This design comes from an exercise in tuning for small area on the open sky130 flow, not from production work.
Where RTL was checked, it was by simulation tests only, not by an equivalence proof against the original.
Power is estimated from default activity; no workload was simulated.

## juniper
==> module CPU, before the edit <==
module CPU(
    input [0:0] clk,
    input [0:0] reset,
    input [15:0] in,
    output [15:0] out,
    output [7:0] imem_addr,
    input [15:0] imem_data,
    output [7:0] dmem_addr,
    output [15:0] dmem_wdata,
    output dmem_we,
    input [15:0] dmem_rdata
);
reg [15:0] pc;       
reg [15:0] fpc;      
reg [15:0] ir;       
reg        v;        
reg        lz;       
reg [15:0] A, B;     
reg [15:3] irE;      
reg [2:0]  opE;      
reg [15:0] resM;     
reg [15:0] dM;       
reg [2:0]  rdM;
reg        rwM, mwM, msM, jalM;
reg [15:0] valW;     
reg [2:0]  rdW;
reg        rwW;
reg [15:0] rf [1:7];  
wire [2:0] opD  = ir[2:0];
wire [2:0] rs1D = ir[8:6];
wire [2:0] rs2D = ir[11:9];
wire [2:0] rdD  = ir[5:3];
wire isJalD = (opD == 3'd6);
wire isJrD  = (opD == 3'd7);
wire useRd  = (opD == 3'd3) || isJrD;
wire [2:0] rbD = useRd ? rdD : rs2D;
wire [15:0] inc = pc + {14'd0, ~(lz && v && isJalD), 1'b0};
reg [15:0] ra, rb;
integer k;
always @(*) begin
    ra = inc & {16{isJalD}};
    rb = 16'd0;
    for (k = 1; k < 8; k = k + 1) begin
        ra = ra | (rf[k] & {16{rs1D == k && !isJalD}});
        rb = rb | (rf[k] & {16{rbD == k}});
    end
end
wire c1f = (rs1D != 3'd0) && ((rs1D == rdM && rwM) || (rs1D == rdW && rwW));
wire c2f = (rs2D != 3'd0) && ((rs2D == rdM && rwM) || (rs2D == rdW && rwW));
wire [15:0] c1 = c1f ? valW : ra;
wire [15:0] c2 = c2f ? valW : rb;
wire take = v && (opD[2] && (opD[1] || (opD[0] ? (c1 < c2) : (c1 == c2))));
wire [15:0] immB = isJalD ? {{5{ir[15]}}, ir[15:6], 1'b0}
                          : {{8{ir[15]}}, ir[15:12], ir[5:3], 1'b0};
wire [15:0] tgt = fpc + immB;
wire selJr  = !reset && take && isJrD;
wire selTgt = !reset && take && !isJrD;
wire selInc = !reset && !take;
always @(negedge clk) begin
    pc  <= (rb & {16{selJr}}) | (tgt & {16{selTgt}}) | (inc & {16{selInc}});
    fpc <= pc;
end
assign imem_addr = fpc[8:1];
always @(posedge clk) begin
    ir <= imem_data;
    v  <= ~reset;
    lz <= ~v;
end
always @(posedge clk) begin
    A   <= ra;
    B   <= rb;
    irE <= {ir[15], ir[14] | ~v, ir[13:6], ir[5:3] & {3{v}}};
    opE <= opD & {3{v}};
end
wire isR   = (opE == 3'd0);
wire isI   = (opE == 3'd1);
wire isL   = (opE == 3'd2);
wire isS   = (opE == 3'd3);
wire isBr  = (opE == 3'd4) || (opE == 3'd5);
wire isJal = (opE == 3'd6);
wire isJr  = (opE == 3'd7);
wire rwE   = isR || isI || isL || isJal;
wire msE   = !(isR || isI || isJal);    
wire [2:0] rs1E = irE[8:6];
wire [2:0] rs2E = irE[11:9];
wire [2:0] rdE  = irE[5:3];
wire [2:0] rsBE = isS ? rdE : rs2E;
wire mA = !isJal && rs1E != 3'd0 && rs1E == rdM && rwM;
wire wA = !isJal && rs1E != 3'd0 && rs1E == rdW && rwW && rs1E != rdM;
wire mAv = mA && !jalM;
wire nA = !mA && !wA;
wire [15:0] Af = (resM & {16{mAv}}) | (valW & {16{wA}}) | (A & {16{nA}});
wire mB = !isS && rsBE != 3'd0 && rsBE == rdM && rwM;
wire wB = rsBE != 3'd0 && rsBE == rdW && rwW && (isS || rsBE != rdM);
wire mBv = mB && !jalM;
wire nB = !mB && !wB;
wire [15:0] Bf = (resM & {16{mBv}}) | (valW & {16{wB}}) | (B & {16{nB}});
wire [15:0] imm = isI   ? {{11{irE[13]}}, irE[13:9]} :
                  isJal ? {{5{irE[15]}}, irE[15:6], 1'b0} :
                  isBr  ? {{8{irE[15]}}, irE[15:12], irE[5:3], 1'b0} :
                          {{9{irE[15]}}, irE[15:9]};
wire [15:0] bin = isR ? Bf : imm;
wire [3:0] func = irE[15:12];
wire sub = (isR && func == 4'd1) || isJal || isBr;
wire [15:0] sum = Af + (bin ^ {16{sub}}) + {15'd0, sub};
wire shr = irE[15];
wire [15:0] shin, shout, shrev;
genvar gi;
generate
    for (gi = 0; gi < 16; gi = gi + 1) begin : rev
        assign shin[gi]  = shr ? Af[15 - gi] : Af[gi];
        assign shrev[gi] = shout[15 - gi];
    end
endgenerate
assign shout = shin << irE[12:9];
wire opSum = (isR && func[3:1] == 3'd0) || (isI && irE[15:14] == 2'd0) ||
             isL || isS || isBr || isJal;
wire opOr  = isR && func == 4'd2;
wire opAnd = isR && func == 4'd3;
wire opXor = isI && irE[15:14] == 2'd3;
wire opShl = isI && irE[15:14] == 2'd1 && !irE[13];
wire opShr = isI && irE[15:14] == 2'd2 && !irE[13];
wire [15:0] alu = (sum   & {16{opSum}}) |
                  ((Af | bin) & {16{opOr}}) |
                  ((Af & bin) & {16{opAnd}}) |
                  ((Af ^ bin) & {16{opXor}}) |
                  (shout & {16{opShl}}) |
                  (shrev & {16{opShr}});
always @(posedge clk) begin
    resM <= alu;
    dM   <= Bf;
    rdM  <= rdE;
    msM  <= msE;
    jalM <= isJal;
    rwM  <= ~reset & rwE;
    mwM  <= ~reset & isS;
end
wire z = (resM == 16'd0);
wire fwdM = rdM != 3'd0 && rdM == rdW && rwW;
wire [15:0] sdata = fwdM ? valW : dM;
assign dmem_addr  = resM[8:1];
assign dmem_we    = mwM;
assign dmem_wdata = sdata & {16{~z}};
assign out        = sdata & {16{z && mwM}};
wire selIn  = msM && z;
wire selMem = msM && !z;
always @(posedge clk) begin
    valW <= (in & {16{selIn}}) | (dmem_rdata & {16{selMem}}) | (resM & {16{!msM}});
    rdW  <= rdM;
    rwW  <= rwM;
end
generate
    for (gi = 1; gi < 8; gi = gi + 1) begin : regs
        always @(negedge clk) begin
            if (reset) rf[gi] <= 16'd0;
            else if (rwW && rdW == gi) rf[gi] <= valW;
        end
    end
endgenerate
endmodule
export LEC_CHECK = 0
export ABC_AREA = 1
export CAP_MARGIN = 20
export CORE_MARGIN = 2
export CORE_UTILIZATION = 40
export CTS_BUF_LIST = sky130_fd_sc_hd__clkbuf_8
export CTS_CLUSTER_DIAMETER = 50
export CTS_CLUSTER_SIZE = 20
export SLEW_MARGIN = 20
create_clock -name core_clock -period 14.0 [get_ports {clk}]
run.sh (not shown) runs the stock make flow with config.mk's settings and CLKGATE_MAP_FILE= SYNTH_SCRIPT=/design/flow/synth_recipe.tcl, a recipe that flattens the netlist after the stock synthesis.
### juniper -> delta
--- a/flow/design.v
+++ b/flow/design.v
@@ -35,13 +35,15 @@
 wire useRd  = (opD == 3'd3) || isJrD;
 wire [2:0] rbD = useRd ? rdD : rs2D;
-wire [15:0] inc = pc + {14'd0, ~(lz && v && isJalD), 1'b0};
+wire [15:0] inc = pc + 16'd2;
+wire byA = !isJalD && rs1D != 3'd0 && rs1D == rdW && rwW;
+wire byB = !isJrD  && rbD  != 3'd0 && rbD  == rdW && rwW;
 reg [15:0] ra, rb;
 integer k;
 always @(*) begin
-    ra = inc & {16{isJalD}};
-    rb = 16'd0;
+    ra = (fpc & {16{isJalD}}) | (valW & {16{byA}});
+    rb = valW & {16{byB}};
     for (k = 1; k < 8; k = k + 1) begin
-        ra = ra | (rf[k] & {16{rs1D == k && !isJalD}});
-        rb = rb | (rf[k] & {16{rbD == k}});
+        ra = ra | (rf[k] & {16{rs1D == k && !isJalD && !byA}});
+        rb = rb | (rf[k] & {16{rbD == k && !byB}});
     end
 end
@@ -53,13 +55,14 @@
 wire [15:0] immB = isJalD ? {{5{ir[15]}}, ir[15:6], 1'b0}
                           : {{8{ir[15]}}, ir[15:12], ir[5:3], 1'b0};
-wire [15:0] tgt = fpc + immB;
+wire [15:0] tgt;
+ripple_add #(16) tgt_add (.a(fpc), .b(immB), .ci(1'b0), .s(tgt));
 wire selJr  = !reset && take && isJrD;
 wire selTgt = !reset && take && !isJrD;
 wire selInc = !reset && !take;
-always @(negedge clk) begin
+always @(posedge clk) begin
     pc  <= (rb & {16{selJr}}) | (tgt & {16{selTgt}}) | (inc & {16{selInc}});
     fpc <= pc;
 end
-assign imem_addr = fpc[8:1];
+assign imem_addr = pc[8:1];
 always @(posedge clk) begin
     ir <= imem_data;
@@ -70,5 +73,5 @@
     A   <= ra;
     B   <= rb;
-    irE <= {ir[15], ir[14] | ~v, ir[13:6], ir[5:3] & {3{v}}};
+    irE <= {ir[15], ir[14] | ~v, ir[13:10], isJalD ? ~lz : ir[9], ir[8:6], ir[5:3] & {3{v}}};
     opE <= opD & {3{v}};
 end
@@ -97,11 +100,12 @@
 wire [15:0] Bf = (resM & {16{mBv}}) | (valW & {16{wB}}) | (B & {16{nB}});
 wire [15:0] imm = isI   ? {{11{irE[13]}}, irE[13:9]} :
-                  isJal ? {{5{irE[15]}}, irE[15:6], 1'b0} :
+                  isJal ? {14'd0, irE[9], 1'b0} :
                   isBr  ? {{8{irE[15]}}, irE[15:12], irE[5:3], 1'b0} :
                           {{9{irE[15]}}, irE[15:9]};
 wire [15:0] bin = isR ? Bf : imm;
 wire [3:0] func = irE[15:12];
-wire sub = (isR && func == 4'd1) || isJal || isBr;
-wire [15:0] sum = Af + (bin ^ {16{sub}}) + {15'd0, sub};
+wire sub = (isR && func == 4'd1) || isBr;
+wire [15:0] sum;
+ripple_add #(16) alu_add (.a(Af), .b(bin ^ {16{sub}}), .ci(sub), .s(sum));
 wire shr = irE[15];
 wire [15:0] shin, shout, shrev;
@@ -121,8 +125,9 @@
 wire opShl = isI && irE[15:14] == 2'd1 && !irE[13];
 wire opShr = isI && irE[15:14] == 2'd2 && !irE[13];
+wire logAnd = opAnd || opOr;
+wire logXor = opOr || opXor;
 wire [15:0] alu = (sum   & {16{opSum}}) |
-                  ((Af | bin) & {16{opOr}}) |
-                  ((Af & bin) & {16{opAnd}}) |
-                  ((Af ^ bin) & {16{opXor}}) |
+                  ((Af & bin) & {16{logAnd}}) |
+                  ((Af ^ bin) & {16{logXor}}) |
                   (shout & {16{opShl}}) |
                   (shrev & {16{opShr}});
@@ -152,5 +157,5 @@
 generate
     for (gi = 1; gi < 8; gi = gi + 1) begin : regs
-        always @(negedge clk) begin
+        always @(posedge clk) begin
             if (reset) rf[gi] <= 16'd0;
             else if (rwW && rdW == gi) rf[gi] <= valW;
@@ -159,2 +164,18 @@
 endgenerate
 endmodule
+module ripple_add #(parameter W = 16) (
+    input [W-1:0] a,
+    input [W-1:0] b,
+    input ci,
+    output [W-1:0] s
+);
+wire [W:0] c;
+assign c[0] = ci;
+genvar i;
+generate
+    for (i = 0; i < W; i = i + 1) begin : bit_
+        assign s[i] = a[i] ^ b[i] ^ c[i];
+        assign c[i+1] = (a[i] & b[i]) | (c[i] & (a[i] ^ b[i]));
+    end
+endgenerate
+endmodule
==> comparison <==
Number of global-route vias before repair went down by a little under 10% going from juniper to delta. Share of total power in the clock network: delta vs juniper down 5.1 points. NOTE total design power juniper->delta decreased by a few percent. delta finished every stage and its layout cleared the timing, DRC and antenna checks. | worst hold slack | delta vs juniper | worse |. delta vs. juniper: fraction of met3 tracks used by global routing lost 1.1 points; count of cell types in the netlist decreased by 5 relative to the old numbers; worst-margin pin slew climbed 62 ps; combinational fraction of design power increased by 1.7 points relative to the old numbers; register-to-register slack went up by 2980 ps. delta vs juniper — total length of routed met3 wires dropped about 12%. The post-placement cell area reported for delta is smaller than that of juniper by 2.4%. Diff delta and juniper: area used by multi-input combinational logic higher in juniper.
Only the layout flow was run in delta; the RTL was not checked for function there.
